From an optimization exercise on the open Yosys and OpenROAD flow, aimed at small area and a short achievable clock period; shortcuts taken in it are not production practice. Function was not checked in any run shown here: the RTL went through the layout flow alone. No activity file was given, so power comes from the tool's default toggle rates.

==> flow/design.v, too long to show whole: its modules and the start of the top module <==
// module divider: 3549 lines
module divider
(
    input              clk,
    input              reset,
    input  [31:0]      A,
    input  [31:0]      B,
    input              start,
    input  [7:0]       Physical_address_in,
    input  [31:0]      PC_in,
    input              divider_op_in,
    output             divide_zero_exception,
    output [31:0]      Result,
    output [7:0]       Physical_address_out,
    output [31:0]      PC_out,
    output             done
);
  // ...
==> flow/flow/run.sh <==
#!/bin/bash
set -euo pipefail
export BUFFER_PORTS_ARGS="-buffer_cell sky130_fd_sc_hd__buf_2"
export RECOVER_POWER=100
bash standard.sh > standard.log 2>&1
==> flow/standard.sh <==
#!/bin/bash
# synth_recipe.tcl (not shown) runs the flow's synth.tcl, then flattens the netlist and writes it again
# the make line also repeats each setting of config.mk as NAME=value (left out here)
make -C /OpenROAD-flow-scripts/flow DESIGN_CONFIG=/design/flow/config.mk WORK_HOME=/design/flow/orfs CLKGATE_MAP_FILE= SYNTH_SCRIPT=/design/flow/synth_recipe.tcl "${@:-finish}"
==> flow/config.mk <==
export PLATFORM = sky130hd
export DESIGN_NAME = divider
export DESIGN_NICKNAME = divider
export VERILOG_FILES = /design/flow/design.v
export SDC_FILE = /design/flow/constraint.sdc
export NUM_CORES = 8
export LEC_CHECK = 0
export ABC_AREA = 1
export CAP_MARGIN = 5
export CORE_MARGIN = 2
export CORE_UTILIZATION = 40
export CTS_CLUSTER_DIAMETER = 100
export CTS_CLUSTER_SIZE = 28
export GPL_TIMING_DRIVEN = 0
export SETUP_SLACK_MARGIN = 0.1
export SLEW_MARGIN = 5
==> flow/constraint.sdc <==
create_clock -name core_clock -period 8.0 [get_ports {clk}]
set_input_delay 1.6000 -clock core_clock [delete_from_list [all_inputs] [get_ports {clk}]]
set_output_delay 1.6000 -clock core_clock [all_outputs]
set_load 0.01 [all_outputs]
==> flow_metrics.env, run 1 <==
export IMPL_fillers=13900
export IMPL_rsz0062_at_grt="true"
export IMPL_firstDrtPassIters=6
export IMPL_use_met2_pct=44.2
export IMPL_die_w_microns=385
export IMPL_post_cts_buffers=154
export IMPL_ctsHoldBuffers=0
export IMPL_rrSetupSlack_ns=0.30
export IMPL_crit_end="x1[30]$_DFF_P_"
export IMPL_worstPathMaxFanout=6
export IMPL_dp_cells=9040
export IMPL_wl_met3_microns=11500
export IMPL_total_power_uw=13200
export IMPL_netlist_top_cells_count="nand2_1, inv_1, ha_1"
export IMPL_status="finished clean"
export IMPL_pwr_share_comb_pct=42.6
export IMPL_criticalPathCategory="in -> reg"
export IMPL_power_leader="combinational logic"
export IMPL_worstMarginPinSlew_ns=1.26
export IMPL_drive_gt1_share_pct=19.4
export IMPL_min_to="x3[10]$_DFF_P_"
export IMPL_antenna_found_initial=19
export IMPL_hold_class="reg -> reg"
export IMPL_seq_power_share_pct=36.5
export IMPL_cpPeakStageDelay_ns=0.53
export IMPL_multi_input_area_sq_um=41100
export IMPL_powerComb_uw=5640
export IMPL_finalSetupViolations=0
export IMPL_async_flop_share_pct=0
export IMPL_drt_initial_drc_count=3496
export IMPL_startpoint="B[1]"
export IMPL_cp_end_kind="flip-flop"
export IMPL_synth_ff_type="dfxtp_1"
export IMPL_die_area_sq_um=148000
export IMPL_regArea_sq_um=16000
export IMPL_post_drt_wl_per_cell_microns=21.4
export IMPL_cts_resized=554
export IMPL_drtAntennaViolNets=0
==> run 2: changes to the inputs <==
--- a/flow/design.v
+++ b/flow/design.v
@@ -196,64 +196,58 @@
     wire s0_1_h1 = ~|s0_1_m1[34:4];
     wire [3:0] s0_1_n1 = s0_1_m1[3:0];
     wire [3:0] s0_1_s1_g0 = s0_1_x & ~s0_1_n1;
     wire [3:0] s0_1_s1_p0 = ~(s0_1_x ^ s0_1_n1);
     wire [3:0] s0_1_s1_G0 = {s0_1_s1_g0[3:1], s0_1_s1_g0[0] | s0_1_s1_p0[0]};
     wire [3:0] s0_1_s1_P0 = s0_1_s1_p0;
     wire s0_1_s1_l0_1_g = s0_1_s1_G0[1] | (s0_1_s1_P0[1] & s0_1_s1_G0[0]);
     wire s0_1_s1_l0_1_p = s0_1_s1_P0[1] & s0_1_s1_P0[0];
-    wire s0_1_s1_l0_3_g = s0_1_s1_G0[3] | (s0_1_s1_P0[3] & s0_1_s1_G0[2]);
-    wire s0_1_s1_l0_3_p = s0_1_s1_P0[3] & s0_1_s1_P0[2];
-    wire s0_1_s1_l1_3_g = s0_1_s1_l0_3_g | (s0_1_s1_l0_3_p & s0_1_s1_l0_1_g);
-    wire s0_1_s1_l1_3_p = s0_1_s1_l0_3_p & s0_1_s1_l0_1_p;
-    wire s0_1_s1_l2_2_g = s0_1_s1_G0[2] | (s0_1_s1_P0[2] & s0_1_s1_l0_1_g);
-    wire s0_1_s1_l2_2_p = s0_1_s1_P0[2] & s0_1_s1_l0_1_p;
-    wire s0_1_s1_co = s0_1_s1_l1_3_g;
-    wire [3:0] s0_1_s1_cin = {s0_1_s1_l2_2_g, s0_1_s1_l0_1_g, s0_1_s1_G0[0], 1'b1};
+    wire s0_1_s1_l1_2_g = s0_1_s1_G0[2] | (s0_1_s1_P0[2] & s0_1_s1_l0_1_g);
+    wire s0_1_s1_l1_2_p = s0_1_s1_P0[2] & s0_1_s1_l0_1_p;
+    wire s0_1_s1_l2_3_g = s0_1_s1_G0[3] | (s0_1_s1_P0[3] & s0_1_s1_l1_2_g);
+    wire s0_1_s1_l2_3_p = s0_1_s1_P0[3] & s0_1_s1_l1_2_p;
+    wire s0_1_s1_co = s0_1_s1_l2_3_g;
+    wire [3:0] s0_1_s1_cin = {s0_1_s1_l1_2_g, s0_1_s1_l0_1_g, s0_1_s1_G0[0], 1'b1};
     wire [3:0] s0_1_s1_df = s0_1_s1_p0 ^ s0_1_s1_cin;
     wire [4:0] s0_1_d1 = {~s0_1_s1_co, s0_1_s1_df};
     wire s0_1_c1 = s0_1_h1 & s0_1_s1_co;
     wire [34:0] s0_1_m2 = {2'b0, d0, 1'b0};
     wire s0_1_h2 = ~|s0_1_m2[34:4];
     wire [3:0] s0_1_n2 = s0_1_m2[3:0];
     wire [3:0] s0_1_s2_g0 = s0_1_x & ~s0_1_n2;
     wire [3:0] s0_1_s2_p0 = ~(s0_1_x ^ s0_1_n2);
     wire [3:0] s0_1_s2_G0 = {s0_1_s2_g0[3:1], s0_1_s2_g0[0] | s0_1_s2_p0[0]};
     wire [3:0] s0_1_s2_P0 = s0_1_s2_p0;
     wire s0_1_s2_l0_1_g = s0_1_s2_G0[1] | (s0_1_s2_P0[1] & s0_1_s2_G0[0]);
     wire s0_1_s2_l0_1_p = s0_1_s2_P0[1] & s0_1_s2_P0[0];
-    wire s0_1_s2_l0_3_g = s0_1_s2_G0[3] | (s0_1_s2_P0[3] & s0_1_s2_G0[2]);
-    wire s0_1_s2_l0_3_p = s0_1_s2_P0[3] & s0_1_s2_P0[2];
-    wire s0_1_s2_l1_3_g = s0_1_s2_l0_3_g | (s0_1_s2_l0_3_p & s0_1_s2_l0_1_g);
-    wire s0_1_s2_l1_3_p = s0_1_s2_l0_3_p & s0_1_s2_l0_1_p;
-    wire s0_1_s2_l2_2_g = s0_1_s2_G0[2] | (s0_1_s2_P0[2] & s0_1_s2_l0_1_g);
-    wire s0_1_s2_l2_2_p = s0_1_s2_P0[2] & s0_1_s2_l0_1_p;
-    wire s0_1_s2_co = s0_1_s2_l1_3_g;
-    wire [3:0] s0_1_s2_cin = {s0_1_s2_l2_2_g, s0_1_s2_l0_1_g, s0_1_s2_G0[0], 1'b1};
+    wire s0_1_s2_l1_2_g = s0_1_s2_G0[2] | (s0_1_s2_P0[2] & s0_1_s2_l0_1_g);
+    wire s0_1_s2_l1_2_p = s0_1_s2_P0[2] & s0_1_s2_l0_1_p;
+    wire s0_1_s2_l2_3_g = s0_1_s2_G0[3] | (s0_1_s2_P0[3] & s0_1_s2_l1_2_g);
+    wire s0_1_s2_l2_3_p = s0_1_s2_P0[3] & s0_1_s2_l1_2_p;
+    wire s0_1_s2_co = s0_1_s2_l2_3_g;
+    wire [3:0] s0_1_s2_cin = {s0_1_s2_l1_2_g, s0_1_s2_l0_1_g, s0_1_s2_G0[0], 1'b1};
     wire [3:0] s0_1_s2_df = s0_1_s2_p0 ^ s0_1_s2_cin;
     wire [4:0] s0_1_d2 = {~s0_1_s2_co, s0_1_s2_df};
     wire s0_1_c2 = s0_1_h2 & s0_1_s2_co;
     wire [34:0] s0_1_m3 = {1'b0, e0};
     wire s0_1_h3 = ~|s0_1_m3[34:4];
     wire [3:0] s0_1_n3 = s0_1_m3[3:0];
     wire [3:0] s0_1_s3_g0 = s0_1_x & ~s0_1_n3;
     wire [3:0] s0_1_s3_p0 = ~(s0_1_x ^ s0_1_n3);
     wire [3:0] s0_1_s3_G0 = {s0_1_s3_g0[3:1], s0_1_s3_g0[0] | s0_1_s3_p0[0]};
     wire [3:0] s0_1_s3_P0 = s0_1_s3_p0;
     wire s0_1_s3_l0_1_g = s0_1_s3_G0[1] | (s0_1_s3_P0[1] & s0_1_s3_G0[0]);
     wire s0_1_s3_l0_1_p = s0_1_s3_P0[1] & s0_1_s3_P0[0];
-    wire s0_1_s3_l0_3_g = s0_1_s3_G0[3] | (s0_1_s3_P0[3] & s0_1_s3_G0[2]);
-    wire s0_1_s3_l0_3_p = s0_1_s3_P0[3] & s0_1_s3_P0[2];
-    wire s0_1_s3_l1_3_g = s0_1_s3_l0_3_g | (s0_1_s3_l0_3_p & s0_1_s3_l0_1_g);
-    wire s0_1_s3_l1_3_p = s0_1_s3_l0_3_p & s0_1_s3_l0_1_p;
-    wire s0_1_s3_l2_2_g = s0_1_s3_G0[2] | (s0_1_s3_P0[2] & s0_1_s3_l0_1_g);
-    wire s0_1_s3_l2_2_p = s0_1_s3_P0[2] & s0_1_s3_l0_1_p;
-    wire s0_1_s3_co = s0_1_s3_l1_3_g;
-    wire [3:0] s0_1_s3_cin = {s0_1_s3_l2_2_g, s0_1_s3_l0_1_g, s0_1_s3_G0[0], 1'b1};
+    wire s0_1_s3_l1_2_g = s0_1_s3_G0[2] | (s0_1_s3_P0[2] & s0_1_s3_l0_1_g);
+    wire s0_1_s3_l1_2_p = s0_1_s3_P0[2] & s0_1_s3_l0_1_p;
+    wire s0_1_s3_l2_3_g = s0_1_s3_G0[3] | (s0_1_s3_P0[3] & s0_1_s3_l1_2_g);
+    wire s0_1_s3_l2_3_p = s0_1_s3_P0[3] & s0_1_s3_l1_2_p;
+    wire s0_1_s3_co = s0_1_s3_l2_3_g;
+    wire [3:0] s0_1_s3_cin = {s0_1_s3_l1_2_g, s0_1_s3_l0_1_g, s0_1_s3_G0[0], 1'b1};
     wire [3:0] s0_1_s3_df = s0_1_s3_p0 ^ s0_1_s3_cin;
     wire [4:0] s0_1_d3 = {~s0_1_s3_co, s0_1_s3_df};
     wire s0_1_c3 = s0_1_h3 & s0_1_s3_co;
     wire [3:0] s0_1_t = s0_1_c3 ? s0_1_d3[3:0] : (s0_1_c2 ? s0_1_d2[3:0] : (s0_1_c1 ? s0_1_d1[3:0] : (s0_1_x)));
     wire [1:0] s0_1_q = s0_1_c3 ? 2'd3 : (s0_1_c2 ? 2'd2 : (s0_1_c1 ? 2'd1 : (0)));
     wire [31:0] x0_2 = {s0_1_t, x0_1[27:0]};
     wire [5:0] s0_2_x = x0_2[31:26];
     wire [34:0] s0_2_m0 = 35'd0;
@@ -261,82 +255,70 @@
     wire s0_2_h1 = ~|s0_2_m1[34:6];
     wire [5:0] s0_2_n1 = s0_2_m1[5:0];
     wire [5:0] s0_2_s1_g0 = s0_2_x & ~s0_2_n1;
     wire [5:0] s0_2_s1_p0 = ~(s0_2_x ^ s0_2_n1);
     wire [5:0] s0_2_s1_G0 = {s0_2_s1_g0[5:1], s0_2_s1_g0[0] | s0_2_s1_p0[0]};
     wire [5:0] s0_2_s1_P0 = s0_2_s1_p0;
     wire s0_2_s1_l0_1_g = s0_2_s1_G0[1] | (s0_2_s1_P0[1] & s0_2_s1_G0[0]);
     wire s0_2_s1_l0_1_p = s0_2_s1_P0[1] & s0_2_s1_P0[0];
-    wire s0_2_s1_l0_3_g = s0_2_s1_G0[3] | (s0_2_s1_P0[3] & s0_2_s1_G0[2]);
-    wire s0_2_s1_l0_3_p = s0_2_s1_P0[3] & s0_2_s1_P0[2];
-    wire s0_2_s1_l0_5_g = s0_2_s1_G0[5] | (s0_2_s1_P0[5] & s0_2_s1_G0[4]);
-    wire s0_2_s1_l0_5_p = s0_2_s1_P0[5] & s0_2_s1_P0[4];
-    wire s0_2_s1_l1_3_g = s0_2_s1_l0_3_g | (s0_2_s1_l0_3_p & s0_2_s1_l0_1_g);
-    wire s0_2_s1_l1_3_p = s0_2_s1_l0_3_p & s0_2_s1_l0_1_p;
-    wire s0_2_s1_l2_5_g = s0_2_s1_l0_5_g | (s0_2_s1_l0_5_p & s0_2_s1_l1_3_g);
-    wire s0_2_s1_l2_5_p = s0_2_s1_l0_5_p & s0_2_s1_l1_3_p;
-    wire s0_2_s1_l3_2_g = s0_2_s1_G0[2] | (s0_2_s1_P0[2] & s0_2_s1_l0_1_g);
-    wire s0_2_s1_l3_2_p = s0_2_s1_P0[2] & s0_2_s1_l0_1_p;
-    wire s0_2_s1_l3_4_g = s0_2_s1_G0[4] | (s0_2_s1_P0[4] & s0_2_s1_l1_3_g);
-    wire s0_2_s1_l3_4_p = s0_2_s1_P0[4] & s0_2_s1_l1_3_p;
-    wire s0_2_s1_co = s0_2_s1_l2_5_g;
-    wire [5:0] s0_2_s1_cin = {s0_2_s1_l3_4_g, s0_2_s1_l1_3_g, s0_2_s1_l3_2_g, s0_2_s1_l0_1_g, s0_2_s1_G0[0], 1'b1};
+    wire s0_2_s1_l1_2_g = s0_2_s1_G0[2] | (s0_2_s1_P0[2] & s0_2_s1_l0_1_g);
+    wire s0_2_s1_l1_2_p = s0_2_s1_P0[2] & s0_2_s1_l0_1_p;
+    wire s0_2_s1_l2_3_g = s0_2_s1_G0[3] | (s0_2_s1_P0[3] & s0_2_s1_l1_2_g);
+    wire s0_2_s1_l2_3_p = s0_2_s1_P0[3] & s0_2_s1_l1_2_p;
+    wire s0_2_s1_l3_4_g = s0_2_s1_G0[4] | (s0_2_s1_P0[4] & s0_2_s1_l2_3_g);
+    wire s0_2_s1_l3_4_p = s0_2_s1_P0[4] & s0_2_s1_l2_3_p;
+    wire s0_2_s1_l4_5_g = s0_2_s1_G0[5] | (s0_2_s1_P0[5] & s0_2_s1_l3_4_g);
+    wire s0_2_s1_l4_5_p = s0_2_s1_P0[5] & s0_2_s1_l3_4_p;
+    wire s0_2_s1_co = s0_2_s1_l4_5_g;
+    wire [5:0] s0_2_s1_cin = {s0_2_s1_l3_4_g, s0_2_s1_l2_3_g, s0_2_s1_l1_2_g, s0_2_s1_l0_1_g, s0_2_s1_G0[0], 1'b1};
     wire [5:0] s0_2_s1_df = s0_2_s1_p0 ^ s0_2_s1_cin;
     wire [6:0] s0_2_d1 = {~s0_2_s1_co, s0_2_s1_df};
     wire s0_2_c1 = s0_2_h1 & s0_2_s1_co;
     wire [34:0] s0_2_m2 = {2'b0, d0, 1'b0};
     wire s0_2_h2 = ~|s0_2_m2[34:6];
     wire [5:0] s0_2_n2 = s0_2_m2[5:0];
     wire [5:0] s0_2_s2_g0 = s0_2_x & ~s0_2_n2;
     wire [5:0] s0_2_s2_p0 = ~(s0_2_x ^ s0_2_n2);
     wire [5:0] s0_2_s2_G0 = {s0_2_s2_g0[5:1], s0_2_s2_g0[0] | s0_2_s2_p0[0]};
     wire [5:0] s0_2_s2_P0 = s0_2_s2_p0;
     wire s0_2_s2_l0_1_g = s0_2_s2_G0[1] | (s0_2_s2_P0[1] & s0_2_s2_G0[0]);
     wire s0_2_s2_l0_1_p = s0_2_s2_P0[1] & s0_2_s2_P0[0];
-    wire s0_2_s2_l0_3_g = s0_2_s2_G0[3] | (s0_2_s2_P0[3] & s0_2_s2_G0[2]);
-    wire s0_2_s2_l0_3_p = s0_2_s2_P0[3] & s0_2_s2_P0[2];
-    wire s0_2_s2_l0_5_g = s0_2_s2_G0[5] | (s0_2_s2_P0[5] & s0_2_s2_G0[4]);
-    wire s0_2_s2_l0_5_p = s0_2_s2_P0[5] & s0_2_s2_P0[4];
-    wire s0_2_s2_l1_3_g = s0_2_s2_l0_3_g | (s0_2_s2_l0_3_p & s0_2_s2_l0_1_g);
-    wire s0_2_s2_l1_3_p = s0_2_s2_l0_3_p & s0_2_s2_l0_1_p;
-    wire s0_2_s2_l2_5_g = s0_2_s2_l0_5_g | (s0_2_s2_l0_5_p & s0_2_s2_l1_3_g);
-    wire s0_2_s2_l2_5_p = s0_2_s2_l0_5_p & s0_2_s2_l1_3_p;
-    wire s0_2_s2_l3_2_g = s0_2_s2_G0[2] | (s0_2_s2_P0[2] & s0_2_s2_l0_1_g);
-    wire s0_2_s2_l3_2_p = s0_2_s2_P0[2] & s0_2_s2_l0_1_p;
-    wire s0_2_s2_l3_4_g = s0_2_s2_G0[4] | (s0_2_s2_P0[4] & s0_2_s2_l1_3_g);
-    wire s0_2_s2_l3_4_p = s0_2_s2_P0[4] & s0_2_s2_l1_3_p;
-    wire s0_2_s2_co = s0_2_s2_l2_5_g;
-    wire [5:0] s0_2_s2_cin = {s0_2_s2_l3_4_g, s0_2_s2_l1_3_g, s0_2_s2_l3_2_g, s0_2_s2_l0_1_g, s0_2_s2_G0[0], 1'b1};
+    wire s0_2_s2_l1_2_g = s0_2_s2_G0[2] | (s0_2_s2_P0[2] & s0_2_s2_l0_1_g);
+    wire s0_2_s2_l1_2_p = s0_2_s2_P0[2] & s0_2_s2_l0_1_p;
+    wire s0_2_s2_l2_3_g = s0_2_s2_G0[3] | (s0_2_s2_P0[3] & s0_2_s2_l1_2_g);
+    wire s0_2_s2_l2_3_p = s0_2_s2_P0[3] & s0_2_s2_l1_2_p;
+    wire s0_2_s2_l3_4_g = s0_2_s2_G0[4] | (s0_2_s2_P0[4] & s0_2_s2_l2_3_g);
+    wire s0_2_s2_l3_4_p = s0_2_s2_P0[4] & s0_2_s2_l2_3_p;
+    wire s0_2_s2_l4_5_g = s0_2_s2_G0[5] | (s0_2_s2_P0[5] & s0_2_s2_l3_4_g);
+    wire s0_2_s2_l4_5_p = s0_2_s2_P0[5] & s0_2_s2_l3_4_p;
+    wire s0_2_s2_co = s0_2_s2_l4_5_g;
+    wire [5:0] s0_2_s2_cin = {s0_2_s2_l3_4_g, s0_2_s2_l2_3_g, s0_2_s2_l1_2_g, s0_2_s2_l0_1_g, s0_2_s2_G0[0], 1'b1};
     wire [5:0] s0_2_s2_df = s0_2_s2_p0 ^ s0_2_s2_cin;
     wire [6:0] s0_2_d2 = {~s0_2_s2_co, s0_2_s2_df};
     wire s0_2_c2 = s0_2_h2 & s0_2_s2_co;
     wire [34:0] s0_2_m3 = {1'b0, e0};
     wire s0_2_h3 = ~|s0_2_m3[34:6];
     wire [5:0] s0_2_n3 = s0_2_m3[5:0];
     wire [5:0] s0_2_s3_g0 = s0_2_x & ~s0_2_n3;
     wire [5:0] s0_2_s3_p0 = ~(s0_2_x ^ s0_2_n3);
     wire [5:0] s0_2_s3_G0 = {s0_2_s3_g0[5:1], s0_2_s3_g0[0] | s0_2_s3_p0[0]};
     wire [5:0] s0_2_s3_P0 = s0_2_s3_p0;
     wire s0_2_s3_l0_1_g = s0_2_s3_G0[1] | (s0_2_s3_P0[1] & s0_2_s3_G0[0]);
     wire s0_2_s3_l0_1_p = s0_2_s3_P0[1] & s0_2_s3_P0[0];
-    wire s0_2_s3_l0_3_g = s0_2_s3_G0[3] | (s0_2_s3_P0[3] & s0_2_s3_G0[2]);
-    wire s0_2_s3_l0_3_p = s0_2_s3_P0[3] & s0_2_s3_P0[2];
-    wire s0_2_s3_l0_5_g = s0_2_s3_G0[5] | (s0_2_s3_P0[5] & s0_2_s3_G0[4]);
-    wire s0_2_s3_l0_5_p = s0_2_s3_P0[5] & s0_2_s3_P0[4];
-    wire s0_2_s3_l1_3_g = s0_2_s3_l0_3_g | (s0_2_s3_l0_3_p & s0_2_s3_l0_1_g);
-    wire s0_2_s3_l1_3_p = s0_2_s3_l0_3_p & s0_2_s3_l0_1_p;
-    wire s0_2_s3_l2_5_g = s0_2_s3_l0_5_g | (s0_2_s3_l0_5_p & s0_2_s3_l1_3_g);
-    wire s0_2_s3_l2_5_p = s0_2_s3_l0_5_p & s0_2_s3_l1_3_p;
-    wire s0_2_s3_l3_2_g = s0_2_s3_G0[2] | (s0_2_s3_P0[2] & s0_2_s3_l0_1_g);
-    wire s0_2_s3_l3_2_p = s0_2_s3_P0[2] & s0_2_s3_l0_1_p;
-    wire s0_2_s3_l3_4_g = s0_2_s3_G0[4] | (s0_2_s3_P0[4] & s0_2_s3_l1_3_g);
-    wire s0_2_s3_l3_4_p = s0_2_s3_P0[4] & s0_2_s3_l1_3_p;
-    wire s0_2_s3_co = s0_2_s3_l2_5_g;
-    wire [5:0] s0_2_s3_cin = {s0_2_s3_l3_4_g, s0_2_s3_l1_3_g, s0_2_s3_l3_2_g, s0_2_s3_l0_1_g, s0_2_s3_G0[0], 1'b1};
+    wire s0_2_s3_l1_2_g = s0_2_s3_G0[2] | (s0_2_s3_P0[2] & s0_2_s3_l0_1_g);
+    wire s0_2_s3_l1_2_p = s0_2_s3_P0[2] & s0_2_s3_l0_1_p;
+    wire s0_2_s3_l2_3_g = s0_2_s3_G0[3] | (s0_2_s3_P0[3] & s0_2_s3_l1_2_g);
+    wire s0_2_s3_l2_3_p = s0_2_s3_P0[3] & s0_2_s3_l1_2_p;
+    wire s0_2_s3_l3_4_g = s0_2_s3_G0[4] | (s0_2_s3_P0[4] & s0_2_s3_l2_3_g);
+    wire s0_2_s3_l3_4_p = s0_2_s3_P0[4] & s0_2_s3_l2_3_p;
+    wire s0_2_s3_l4_5_g = s0_2_s3_G0[5] | (s0_2_s3_P0[5] & s0_2_s3_l3_4_g);
+    wire s0_2_s3_l4_5_p = s0_2_s3_P0[5] & s0_2_s3_l3_4_p;
+    wire s0_2_s3_co = s0_2_s3_l4_5_g;
+    wire [5:0] s0_2_s3_cin = {s0_2_s3_l3_4_g, s0_2_s3_l2_3_g, s0_2_s3_l1_2_g, s0_2_s3_l0_1_g, s0_2_s3_G0[0], 1'b1};
     wire [5:0] s0_2_s3_df = s0_2_s3_p0 ^ s0_2_s3_cin;
     wire [6:0] s0_2_d3 = {~s0_2_s3_co, s0_2_s3_df};
     wire s0_2_c3 = s0_2_h3 & s0_2_s3_co;
     wire [5:0] s0_2_t = s0_2_c3 ? s0_2_d3[5:0] : (s0_2_c2 ? s0_2_d2[5:0] : (s0_2_c1 ? s0_2_d1[5:0] : (s0_2_x)));
     wire [1:0] s0_2_q = s0_2_c3 ? 2'd3 : (s0_2_c2 ? 2'd2 : (s0_2_c1 ? 2'd1 : (0)));
     wire [31:0] x0_3 = {s0_2_t, x0_2[25:0]};
     wire [5:0] qn0 = {s0_0_q, s0_1_q, s0_2_q};
     reg [31:0] x1, d1;
@@ -363,106 +345,82 @@
     wire s1_0_h1 = ~|s1_0_m1[34:8];
     wire [7:0] s1_0_n1 = s1_0_m1[7:0];
     wire [7:0] s1_0_s1_g0 = s1_0_x & ~s1_0_n1;
     wire [7:0] s1_0_s1_p0 = ~(s1_0_x ^ s1_0_n1);
     wire [7:0] s1_0_s1_G0 = {s1_0_s1_g0[7:1], s1_0_s1_g0[0] | s1_0_s1_p0[0]};
     wire [7:0] s1_0_s1_P0 = s1_0_s1_p0;
     wire s1_0_s1_l0_1_g = s1_0_s1_G0[1] | (s1_0_s1_P0[1] & s1_0_s1_G0[0]);
     wire s1_0_s1_l0_1_p = s1_0_s1_P0[1] & s1_0_s1_P0[0];
-    wire s1_0_s1_l0_3_g = s1_0_s1_G0[3] | (s1_0_s1_P0[3] & s1_0_s1_G0[2]);
-    wire s1_0_s1_l0_3_p = s1_0_s1_P0[3] & s1_0_s1_P0[2];
-    wire s1_0_s1_l0_5_g = s1_0_s1_G0[5] | (s1_0_s1_P0[5] & s1_0_s1_G0[4]);
-    wire s1_0_s1_l0_5_p = s1_0_s1_P0[5] & s1_0_s1_P0[4];
-    wire s1_0_s1_l0_7_g = s1_0_s1_G0[7] | (s1_0_s1_P0[7] & s1_0_s1_G0[6]);
-    wire s1_0_s1_l0_7_p = s1_0_s1_P0[7] & s1_0_s1_P0[6];
-    wire s1_0_s1_l1_3_g = s1_0_s1_l0_3_g | (s1_0_s1_l0_3_p & s1_0_s1_l0_1_g);
-    wire s1_0_s1_l1_3_p = s1_0_s1_l0_3_p & s1_0_s1_l0_1_p;
-    wire s1_0_s1_l1_7_g = s1_0_s1_l0_7_g | (s1_0_s1_l0_7_p & s1_0_s1_l0_5_g);
-    wire s1_0_s1_l1_7_p = s1_0_s1_l0_7_p & s1_0_s1_l0_5_p;
-    wire s1_0_s1_l2_7_g = s1_0_s1_l1_7_g | (s1_0_s1_l1_7_p & s1_0_s1_l1_3_g);
-    wire s1_0_s1_l2_7_p = s1_0_s1_l1_7_p & s1_0_s1_l1_3_p;
-    wire s1_0_s1_l3_5_g = s1_0_s1_l0_5_g | (s1_0_s1_l0_5_p & s1_0_s1_l1_3_g);
-    wire s1_0_s1_l3_5_p = s1_0_s1_l0_5_p & s1_0_s1_l1_3_p;
-    wire s1_0_s1_l4_2_g = s1_0_s1_G0[2] | (s1_0_s1_P0[2] & s1_0_s1_l0_1_g);
-    wire s1_0_s1_l4_2_p = s1_0_s1_P0[2] & s1_0_s1_l0_1_p;
-    wire s1_0_s1_l4_4_g = s1_0_s1_G0[4] | (s1_0_s1_P0[4] & s1_0_s1_l1_3_g);
-    wire s1_0_s1_l4_4_p = s1_0_s1_P0[4] & s1_0_s1_l1_3_p;
-    wire s1_0_s1_l4_6_g = s1_0_s1_G0[6] | (s1_0_s1_P0[6] & s1_0_s1_l3_5_g);
-    wire s1_0_s1_l4_6_p = s1_0_s1_P0[6] & s1_0_s1_l3_5_p;
-    wire s1_0_s1_co = s1_0_s1_l2_7_g;
-    wire [7:0] s1_0_s1_cin = {s1_0_s1_l4_6_g, s1_0_s1_l3_5_g, s1_0_s1_l4_4_g, s1_0_s1_l1_3_g, s1_0_s1_l4_2_g, s1_0_s1_l0_1_g, s1_0_s1_G0[0], 1'b1};
+    wire s1_0_s1_l1_2_g = s1_0_s1_G0[2] | (s1_0_s1_P0[2] & s1_0_s1_l0_1_g);
+    wire s1_0_s1_l1_2_p = s1_0_s1_P0[2] & s1_0_s1_l0_1_p;
+    wire s1_0_s1_l2_3_g = s1_0_s1_G0[3] | (s1_0_s1_P0[3] & s1_0_s1_l1_2_g);
+    wire s1_0_s1_l2_3_p = s1_0_s1_P0[3] & s1_0_s1_l1_2_p;
+    wire s1_0_s1_l3_4_g = s1_0_s1_G0[4] | (s1_0_s1_P0[4] & s1_0_s1_l2_3_g);
+    wire s1_0_s1_l3_4_p = s1_0_s1_P0[4] & s1_0_s1_l2_3_p;
+    wire s1_0_s1_l4_5_g = s1_0_s1_G0[5] | (s1_0_s1_P0[5] & s1_0_s1_l3_4_g);
+    wire s1_0_s1_l4_5_p = s1_0_s1_P0[5] & s1_0_s1_l3_4_p;
+    wire s1_0_s1_l5_6_g = s1_0_s1_G0[6] | (s1_0_s1_P0[6] & s1_0_s1_l4_5_g);
+    wire s1_0_s1_l5_6_p = s1_0_s1_P0[6] & s1_0_s1_l4_5_p;
+    wire s1_0_s1_l6_7_g = s1_0_s1_G0[7] | (s1_0_s1_P0[7] & s1_0_s1_l5_6_g);
+    wire s1_0_s1_l6_7_p = s1_0_s1_P0[7] & s1_0_s1_l5_6_p;
+    wire s1_0_s1_co = s1_0_s1_l6_7_g;
+    wire [7:0] s1_0_s1_cin = {s1_0_s1_l5_6_g, s1_0_s1_l4_5_g, s1_0_s1_l3_4_g, s1_0_s1_l2_3_g, s1_0_s1_l1_2_g, s1_0_s1_l0_1_g, s1_0_s1_G0[0], 1'b1};
     wire [7:0] s1_0_s1_df = s1_0_s1_p0 ^ s1_0_s1_cin;
     wire [8:0] s1_0_d1 = {~s1_0_s1_co, s1_0_s1_df};
     wire s1_0_c1 = s1_0_h1 & s1_0_s1_co;
     wire [34:0] s1_0_m2 = {2'b0, d1, 1'b0};
     wire s1_0_h2 = ~|s1_0_m2[34:8];
     wire [7:0] s1_0_n2 = s1_0_m2[7:0];
     wire [7:0] s1_0_s2_g0 = s1_0_x & ~s1_0_n2;
     wire [7:0] s1_0_s2_p0 = ~(s1_0_x ^ s1_0_n2);
     wire [7:0] s1_0_s2_G0 = {s1_0_s2_g0[7:1], s1_0_s2_g0[0] | s1_0_s2_p0[0]};
     wire [7:0] s1_0_s2_P0 = s1_0_s2_p0;
     wire s1_0_s2_l0_1_g = s1_0_s2_G0[1] | (s1_0_s2_P0[1] & s1_0_s2_G0[0]);
     wire s1_0_s2_l0_1_p = s1_0_s2_P0[1] & s1_0_s2_P0[0];
-    wire s1_0_s2_l0_3_g = s1_0_s2_G0[3] | (s1_0_s2_P0[3] & s1_0_s2_G0[2]);
-    wire s1_0_s2_l0_3_p = s1_0_s2_P0[3] & s1_0_s2_P0[2];
-    wire s1_0_s2_l0_5_g = s1_0_s2_G0[5] | (s1_0_s2_P0[5] & s1_0_s2_G0[4]);
-    wire s1_0_s2_l0_5_p = s1_0_s2_P0[5] & s1_0_s2_P0[4];
-    wire s1_0_s2_l0_7_g = s1_0_s2_G0[7] | (s1_0_s2_P0[7] & s1_0_s2_G0[6]);
-    wire s1_0_s2_l0_7_p = s1_0_s2_P0[7] & s1_0_s2_P0[6];
-    wire s1_0_s2_l1_3_g = s1_0_s2_l0_3_g | (s1_0_s2_l0_3_p & s1_0_s2_l0_1_g);
-    wire s1_0_s2_l1_3_p = s1_0_s2_l0_3_p & s1_0_s2_l0_1_p;
-    wire s1_0_s2_l1_7_g = s1_0_s2_l0_7_g | (s1_0_s2_l0_7_p & s1_0_s2_l0_5_g);
-    wire s1_0_s2_l1_7_p = s1_0_s2_l0_7_p & s1_0_s2_l0_5_p;
-    wire s1_0_s2_l2_7_g = s1_0_s2_l1_7_g | (s1_0_s2_l1_7_p & s1_0_s2_l1_3_g);
-    wire s1_0_s2_l2_7_p = s1_0_s2_l1_7_p & s1_0_s2_l1_3_p;
-    wire s1_0_s2_l3_5_g = s1_0_s2_l0_5_g | (s1_0_s2_l0_5_p & s1_0_s2_l1_3_g);
-    wire s1_0_s2_l3_5_p = s1_0_s2_l0_5_p & s1_0_s2_l1_3_p;
-    wire s1_0_s2_l4_2_g = s1_0_s2_G0[2] | (s1_0_s2_P0[2] & s1_0_s2_l0_1_g);
-    wire s1_0_s2_l4_2_p = s1_0_s2_P0[2] & s1_0_s2_l0_1_p;
-    wire s1_0_s2_l4_4_g = s1_0_s2_G0[4] | (s1_0_s2_P0[4] & s1_0_s2_l1_3_g);
-    wire s1_0_s2_l4_4_p = s1_0_s2_P0[4] & s1_0_s2_l1_3_p;
-    wire s1_0_s2_l4_6_g = s1_0_s2_G0[6] | (s1_0_s2_P0[6] & s1_0_s2_l3_5_g);
-    wire s1_0_s2_l4_6_p = s1_0_s2_P0[6] & s1_0_s2_l3_5_p;
-    wire s1_0_s2_co = s1_0_s2_l2_7_g;
-    wire [7:0] s1_0_s2_cin = {s1_0_s2_l4_6_g, s1_0_s2_l3_5_g, s1_0_s2_l4_4_g, s1_0_s2_l1_3_g, s1_0_s2_l4_2_g, s1_0_s2_l0_1_g, s1_0_s2_G0[0], 1'b1};
+    wire s1_0_s2_l1_2_g = s1_0_s2_G0[2] | (s1_0_s2_P0[2] & s1_0_s2_l0_1_g);
+    wire s1_0_s2_l1_2_p = s1_0_s2_P0[2] & s1_0_s2_l0_1_p;
+    wire s1_0_s2_l2_3_g = s1_0_s2_G0[3] | (s1_0_s2_P0[3] & s1_0_s2_l1_2_g);
+    wire s1_0_s2_l2_3_p = s1_0_s2_P0[3] & s1_0_s2_l1_2_p;
+    wire s1_0_s2_l3_4_g = s1_0_s2_G0[4] | (s1_0_s2_P0[4] & s1_0_s2_l2_3_g);
+    wire s1_0_s2_l3_4_p = s1_0_s2_P0[4] & s1_0_s2_l2_3_p;
+    wire s1_0_s2_l4_5_g = s1_0_s2_G0[5] | (s1_0_s2_P0[5] & s1_0_s2_l3_4_g);
+    wire s1_0_s2_l4_5_p = s1_0_s2_P0[5] & s1_0_s2_l3_4_p;
+    wire s1_0_s2_l5_6_g = s1_0_s2_G0[6] | (s1_0_s2_P0[6] & s1_0_s2_l4_5_g);
+    wire s1_0_s2_l5_6_p = s1_0_s2_P0[6] & s1_0_s2_l4_5_p;
+    wire s1_0_s2_l6_7_g = s1_0_s2_G0[7] | (s1_0_s2_P0[7] & s1_0_s2_l5_6_g);
+    wire s1_0_s2_l6_7_p = s1_0_s2_P0[7] & s1_0_s2_l5_6_p;
+    wire s1_0_s2_co = s1_0_s2_l6_7_g;
+    wire [7:0] s1_0_s2_cin = {s1_0_s2_l5_6_g, s1_0_s2_l4_5_g, s1_0_s2_l3_4_g, s1_0_s2_l2_3_g, s1_0_s2_l1_2_g, s1_0_s2_l0_1_g, s1_0_s2_G0[0], 1'b1};
     wire [7:0] s1_0_s2_df = s1_0_s2_p0 ^ s1_0_s2_cin;
     wire [8:0] s1_0_d2 = {~s1_0_s2_co, s1_0_s2_df};
     wire s1_0_c2 = s1_0_h2 & s1_0_s2_co;
     wire [34:0] s1_0_m3 = {1'b0, e1};
     wire s1_0_h3 = ~|s1_0_m3[34:8];
     wire [7:0] s1_0_n3 = s1_0_m3[7:0];
     wire [7:0] s1_0_s3_g0 = s1_0_x & ~s1_0_n3;
     wire [7:0] s1_0_s3_p0 = ~(s1_0_x ^ s1_0_n3);
     wire [7:0] s1_0_s3_G0 = {s1_0_s3_g0[7:1], s1_0_s3_g0[0] | s1_0_s3_p0[0]};
     wire [7:0] s1_0_s3_P0 = s1_0_s3_p0;
     wire s1_0_s3_l0_1_g = s1_0_s3_G0[1] | (s1_0_s3_P0[1] & s1_0_s3_G0[0]);
     wire s1_0_s3_l0_1_p = s1_0_s3_P0[1] & s1_0_s3_P0[0];
-    wire s1_0_s3_l0_3_g = s1_0_s3_G0[3] | (s1_0_s3_P0[3] & s1_0_s3_G0[2]);
-    wire s1_0_s3_l0_3_p = s1_0_s3_P0[3] & s1_0_s3_P0[2];
-    wire s1_0_s3_l0_5_g = s1_0_s3_G0[5] | (s1_0_s3_P0[5] & s1_0_s3_G0[4]);
-    wire s1_0_s3_l0_5_p = s1_0_s3_P0[5] & s1_0_s3_P0[4];
-    wire s1_0_s3_l0_7_g = s1_0_s3_G0[7] | (s1_0_s3_P0[7] & s1_0_s3_G0[6]);
-    wire s1_0_s3_l0_7_p = s1_0_s3_P0[7] & s1_0_s3_P0[6];
-    wire s1_0_s3_l1_3_g = s1_0_s3_l0_3_g | (s1_0_s3_l0_3_p & s1_0_s3_l0_1_g);
-    wire s1_0_s3_l1_3_p = s1_0_s3_l0_3_p & s1_0_s3_l0_1_p;
-    wire s1_0_s3_l1_7_g = s1_0_s3_l0_7_g | (s1_0_s3_l0_7_p & s1_0_s3_l0_5_g);
-    wire s1_0_s3_l1_7_p = s1_0_s3_l0_7_p & s1_0_s3_l0_5_p;
-    wire s1_0_s3_l2_7_g = s1_0_s3_l1_7_g | (s1_0_s3_l1_7_p & s1_0_s3_l1_3_g);
-    wire s1_0_s3_l2_7_p = s1_0_s3_l1_7_p & s1_0_s3_l1_3_p;
-    wire s1_0_s3_l3_5_g = s1_0_s3_l0_5_g | (s1_0_s3_l0_5_p & s1_0_s3_l1_3_g);
-    wire s1_0_s3_l3_5_p = s1_0_s3_l0_5_p & s1_0_s3_l1_3_p;
-    wire s1_0_s3_l4_2_g = s1_0_s3_G0[2] | (s1_0_s3_P0[2] & s1_0_s3_l0_1_g);
-    wire s1_0_s3_l4_2_p = s1_0_s3_P0[2] & s1_0_s3_l0_1_p;
-    wire s1_0_s3_l4_4_g = s1_0_s3_G0[4] | (s1_0_s3_P0[4] & s1_0_s3_l1_3_g);
-    wire s1_0_s3_l4_4_p = s1_0_s3_P0[4] & s1_0_s3_l1_3_p;
-    wire s1_0_s3_l4_6_g = s1_0_s3_G0[6] | (s1_0_s3_P0[6] & s1_0_s3_l3_5_g);
-    wire s1_0_s3_l4_6_p = s1_0_s3_P0[6] & s1_0_s3_l3_5_p;
-    wire s1_0_s3_co = s1_0_s3_l2_7_g;
-    wire [7:0] s1_0_s3_cin = {s1_0_s3_l4_6_g, s1_0_s3_l3_5_g, s1_0_s3_l4_4_g, s1_0_s3_l1_3_g, s1_0_s3_l4_2_g, s1_0_s3_l0_1_g, s1_0_s3_G0[0], 1'b1};
+    wire s1_0_s3_l1_2_g = s1_0_s3_G0[2] | (s1_0_s3_P0[2] & s1_0_s3_l0_1_g);
+    wire s1_0_s3_l1_2_p = s1_0_s3_P0[2] & s1_0_s3_l0_1_p;
+    wire s1_0_s3_l2_3_g = s1_0_s3_G0[3] | (s1_0_s3_P0[3] & s1_0_s3_l1_2_g);
+    wire s1_0_s3_l2_3_p = s1_0_s3_P0[3] & s1_0_s3_l1_2_p;
+    wire s1_0_s3_l3_4_g = s1_0_s3_G0[4] | (s1_0_s3_P0[4] & s1_0_s3_l2_3_g);
+    wire s1_0_s3_l3_4_p = s1_0_s3_P0[4] & s1_0_s3_l2_3_p;
+    wire s1_0_s3_l4_5_g = s1_0_s3_G0[5] | (s1_0_s3_P0[5] & s1_0_s3_l3_4_g);
+    wire s1_0_s3_l4_5_p = s1_0_s3_P0[5] & s1_0_s3_l3_4_p;
+    wire s1_0_s3_l5_6_g = s1_0_s3_G0[6] | (s1_0_s3_P0[6] & s1_0_s3_l4_5_g);
+    wire s1_0_s3_l5_6_p = s1_0_s3_P0[6] & s1_0_s3_l4_5_p;
+    wire s1_0_s3_l6_7_g = s1_0_s3_G0[7] | (s1_0_s3_P0[7] & s1_0_s3_l5_6_g);
+    wire s1_0_s3_l6_7_p = s1_0_s3_P0[7] & s1_0_s3_l5_6_p;
+    wire s1_0_s3_co = s1_0_s3_l6_7_g;
+    wire [7:0] s1_0_s3_cin = {s1_0_s3_l5_6_g, s1_0_s3_l4_5_g, s1_0_s3_l3_4_g, s1_0_s3_l2_3_g, s1_0_s3_l1_2_g, s1_0_s3_l0_1_g, s1_0_s3_G0[0], 1'b1};
     wire [7:0] s1_0_s3_df = s1_0_s3_p0 ^ s1_0_s3_cin;
     wire [8:0] s1_0_d3 = {~s1_0_s3_co, s1_0_s3_df};
     wire s1_0_c3 = s1_0_h3 & s1_0_s3_co;
     wire [7:0] s1_0_t = s1_0_c3 ? s1_0_d3[7:0] : (s1_0_c2 ? s1_0_d2[7:0] : (s1_0_c1 ? s1_0_d1[7:0] : (s1_0_x)));
     wire [1:0] s1_0_q = s1_0_c3 ? 2'd3 : (s1_0_c2 ? 2'd2 : (s1_0_c1 ? 2'd1 : (0)));
     wire [31:0] x1_1 = {s1_0_t, x1_0[23:0]};
     wire [9:0] s1_1_x = x1_1[31:22];
     wire [34:0] s1_1_m0 = 35'd0;
==> flow/run.sh (new file) <==
#!/bin/bash
# synth_recipe.tcl (not shown) runs the flow's synth.tcl, then flattens the netlist and writes it again
# the make line also repeats each setting of config.mk as NAME=value (left out here)
make -C /OpenROAD-flow-scripts/flow DESIGN_CONFIG=/design/flow/config.mk WORK_HOME=/design/flow/orfs CLKGATE_MAP_FILE= SYNTH_SCRIPT=/design/flow/synth_recipe.tcl finish
==> flow/config.mk (replaced) <==
export PLATFORM = sky130hd
export DESIGN_NAME = divider
export DESIGN_NICKNAME = divider
export VERILOG_FILES = /design/flow/design.v
export SDC_FILE = /design/flow/constraint.sdc
export NUM_CORES = 8
export LEC_CHECK = 0
export ABC_AREA = 1
export CAP_MARGIN = 20
export CORE_MARGIN = 2
export CORE_UTILIZATION = 40
export CTS_CLUSTER_DIAMETER = 60
export CTS_CLUSTER_SIZE = 20
export GPL_TIMING_DRIVEN = 0
export SLEW_MARGIN = 20
removed: flow/flow/run.sh
removed: flow/standard.sh
==> flow_metrics.env, run 2 <==
export IMPL_status="complete, but fails checks"
export IMPL_so_violations="negative setup slack"
export IMPL_cts_buffer_depth=3
export IMPL_worstMarginPinSlew_ns=1.23
export IMPL_htree_levels=3
export IMPL_grt_start_max_net_pins=21
export IMPL_final_nets=8779
export IMPL_yosysWarningCount=1
export IMPL_synth_seq_cells=790
export IMPL_cp_end_kind="flip-flop"
export IMPL_drive_gt1_share_pct=17.9
export IMPL_clk_latency_ns=0.70
export IMPL_maxCapViolCount=0
export IMPL_cts_sinks=790
export IMPL_p_per_area_nw_per_um2=199
export IMPL_die_h_microns=386
export IMPL_fin_worst_skew_ns=0.0348
export IMPL_grt_overflow=0
export IMPL_dp_cells=8995
export IMPL_firstDrtPassIters=6
export IMPL_crit_required_ns=8.57
export IMPL_tritoncts="yes"
export IMPL_hold_slack_ns=0.303
export IMPL_synth_ff_type="dfxtp_1"
export IMPL_die_area_sq_um=149000
export IMPL_synth_edf_count=0
export IMPL_post_synth_top_count_cell="nand2_1"
export IMPL_routed_wirelength_microns=203000
export IMPL_synthTopCellsByArea="dfxtp_1, ha_1, fa_1"
export IMPL_ys_types=72
export IMPL_post_route_drc_count=0
export IMPL_core_sq_um=145000
export IMPL_hpwl_microns=164000
export IMPL_antenna_found_initial=20
export IMPL_finalSetupViolations=7
export IMPL_syn2layout_area_growth_pct=22.1
export IMPL_rsz0062_at_grt="true"
export IMPL_netlist_top_cells_count="nand2_1, inv_1, dfxtp_1"
export IMPL_cpMaxStageDelayCell="fa_2"
export IMPL_hold_class="reg -> reg"
export IMPL_synth_top_cell_by_area="dfxtp_1"
export IMPL_post_drt_wl_per_cell_microns=21.6
export IMPL_fmax_ghz=0.123
export IMPL_worst_slack_ns=-0.130
export IMPL_crit_family="adder cells"
export IMPL_ir_drop_uv=187
export IMPL_regArea_sq_um=16000
export IMPL_syn_inst=6897
export IMPL_async_flop_share_pct=0
export IMPL_fin_crit_ns=8.13
export IMPL_multi_input_area_sq_um=41100
export IMPL_cp_start_kind="primary input"
export IMPL_cpPeakStageDelay_ns=0.51
export IMPL_die_w_microns=386
export IMPL_vias_per_cell=5.31
export IMPL_grt_pass1_wl_microns=297000
export IMPL_cpMostUsedCell="fa_2"
export IMPL_cp_arrival_ns=8.70
export IMPL_final_max_slew_viol_count=0
export IMPL_grt_total_usage_pct=26.7
export IMPL_final_common_cell="nand2_1"
export IMPL_criticalPathCategory="in -> reg"
export IMPL_yosysTopAreaCellShare_pct=27.2
export IMPL_syn_avg_cell_area_sq_um=8.44
export IMPL_io_pins=182
export IMPL_io_buffers=181
export IMPL_hold_viol=0
export IMPL_final_cell_mix="nand2_1, inv_1, dfxtp_1"
export IMPL_gp_congestion=0.961
export IMPL_max_slew_margin_pct=17.5
export IMPL_cts_buffers=70
export IMPL_ctsHoldBuffers=0
export IMPL_cts_root_buffer="clkbuf_16"
export IMPL_clk_pin_slew_ns=0.08
export IMPL_fillers=13800
export IMPL_cp_buffers_inverters=7
export IMPL_grt_pass1_vias=48000
export IMPL_synth_nets=8209
export IMPL_initial_utilization_pct=40.1
export IMPL_synth_area_sq_um=58200
export IMPL_worstPathMaxFanout=5
export IMPL_p_leak_uw=0.0342
export IMPL_drtAntennaViolNets=0
export IMPL_vias=50100
export IMPL_drt_initial_drc_count=3990
export IMPL_final_period_utilization_pct=102
export IMPL_yosysSeqAreaShare_pct=27.2
export IMPL_row_count=140
export IMPL_stdcell_count=9434
==> run 2: cell count changes after synthesis, sizes merged, moves of 11 or more <==
cell    change
buf        +47
a21oi      +12
inv        +62
or2        -40
ha         -36
nand2      -51
xnor2      -11
clkbuf     -48
fa         +18
o21bai     +13
==> run 2: kinds of logic after synthesis <==
family | count (synthesis) | synth area share (%)
mux | 1 | 0.0172
flops | 790 | 27.2
fa+ha+maj | 1204 | 31.4
simple gates | 2630 | 19.5
buf+inv | 1048 | 7.23
xor+xnor | 334 | 5.02
compound gates | 890 | 9.67
==> run 2: cell type report <==
| class | instances | share of cell area (%) |
|---|---|---|
| Clock buffer | 80 | 2.62 |
| Clock inverter | 39 | 0.817 |
| Antenna cell | 3 | 0.0106 |
| Sequential cell | 790 | 22.5 |
| Multi-Input combinational cell | 5060 | 57.9 |
| Timing Repair Buffer | 499 | 6.06 |
| Inverter | 916 | 5.20 |
| Tap cell | 1917 | 3.37 |
| Buffer | 130 | 1.53 |
==> run 2: timing repair <==
action | CTS | global route
setup buffers | 157 | 160
setup endpoints to repair | 100 | 100
pin swaps | 120 | 167
gates resized for setup | 548 | 459
cloned | 0 | 3
==> run 2: per-layer routing <==
metal	global-route usage (%)	share of wire, %
met4	11.6	5.2
met2	43.2	45
met1	35.3	43
met3	4.08	7.0
met5	0	0.013
==> run 2: path summary, 6_finish.rpt <==
path	startpoint	end	slack (ns)	cells after the start
setup reg to reg	d1[1]$_DFF_P_	x2[31]$_DFF_P_	0.12	46
setup / recovery	B[1]	x1[30]$_DFF_P_	-0.13	43
hold / removal	q3[6]$_DFF_P_	q4[12]$_DFF_P_	0.30	0
hold reg to reg	q3[6]$_DFF_P_	q4[12]$_DFF_P_	0.30	0
==> run 2: through the flow <==
stage	setup TNS, ns	setup WS [ns]	power (uW)	utilization (%)	cell area [sq um]
floorplan	-0.785	-0.181	8310	-	58400
global placement	-139.27	-2.35	9960	43.2	62600
detailed placement	-142.83	-2.45	10100	43.2	62600
CTS	-0.494	-0.154	13900	46.8	67900
global route	-4.97	-0.392	15100	49.0	71100
finish	-0.644	-0.130	14200	49.0	71100
==> run 2: power by group <==
group / leakage (uW) / internal, uW / switching (uW) / total [uW]
sequential: 0.00664 / 4290 / 565 / 4850
clock: 0.00118 / 1810 / 1770 / 3590
combinational: 0.0264 / 2390 / 3330 / 5720
total: 0.0342 / 8490 / 5670 / 14200

==> port drivers added, routing unchanged <==
In the flow no input, the clock included, has a driving cell. The finished layouts below were timed again as built, in two steps. Step 1: set_driving_cell puts a clkbuf_16 on clk and a buf_2 on each other input, an assumption about the parent block. Step 2, shift: input delay + t, output delay - t, t = (earliest + latest rising clock arrival at the registers) / 2. This alone moves slack from input paths to output paths. Three values: ideal, step 1, step 2; two values: the first two.
run | t, ns | setup slack, ns | hold slack, ns
run 1 | 0.751 | 0.263 / 0.290 / -0.461 | 0.302 / 0.302 / 0.302
run 2 | 0.755 | -0.130 / -0.100 / -0.855 | 0.303 / 0.303 / 0.303
Met with ideal ports but missed after step 2: setup timing in run 1. For run 2, which loses most, drivers alone change the setup slack by +0.030 ns; drivers and shift together by -0.725 ns.
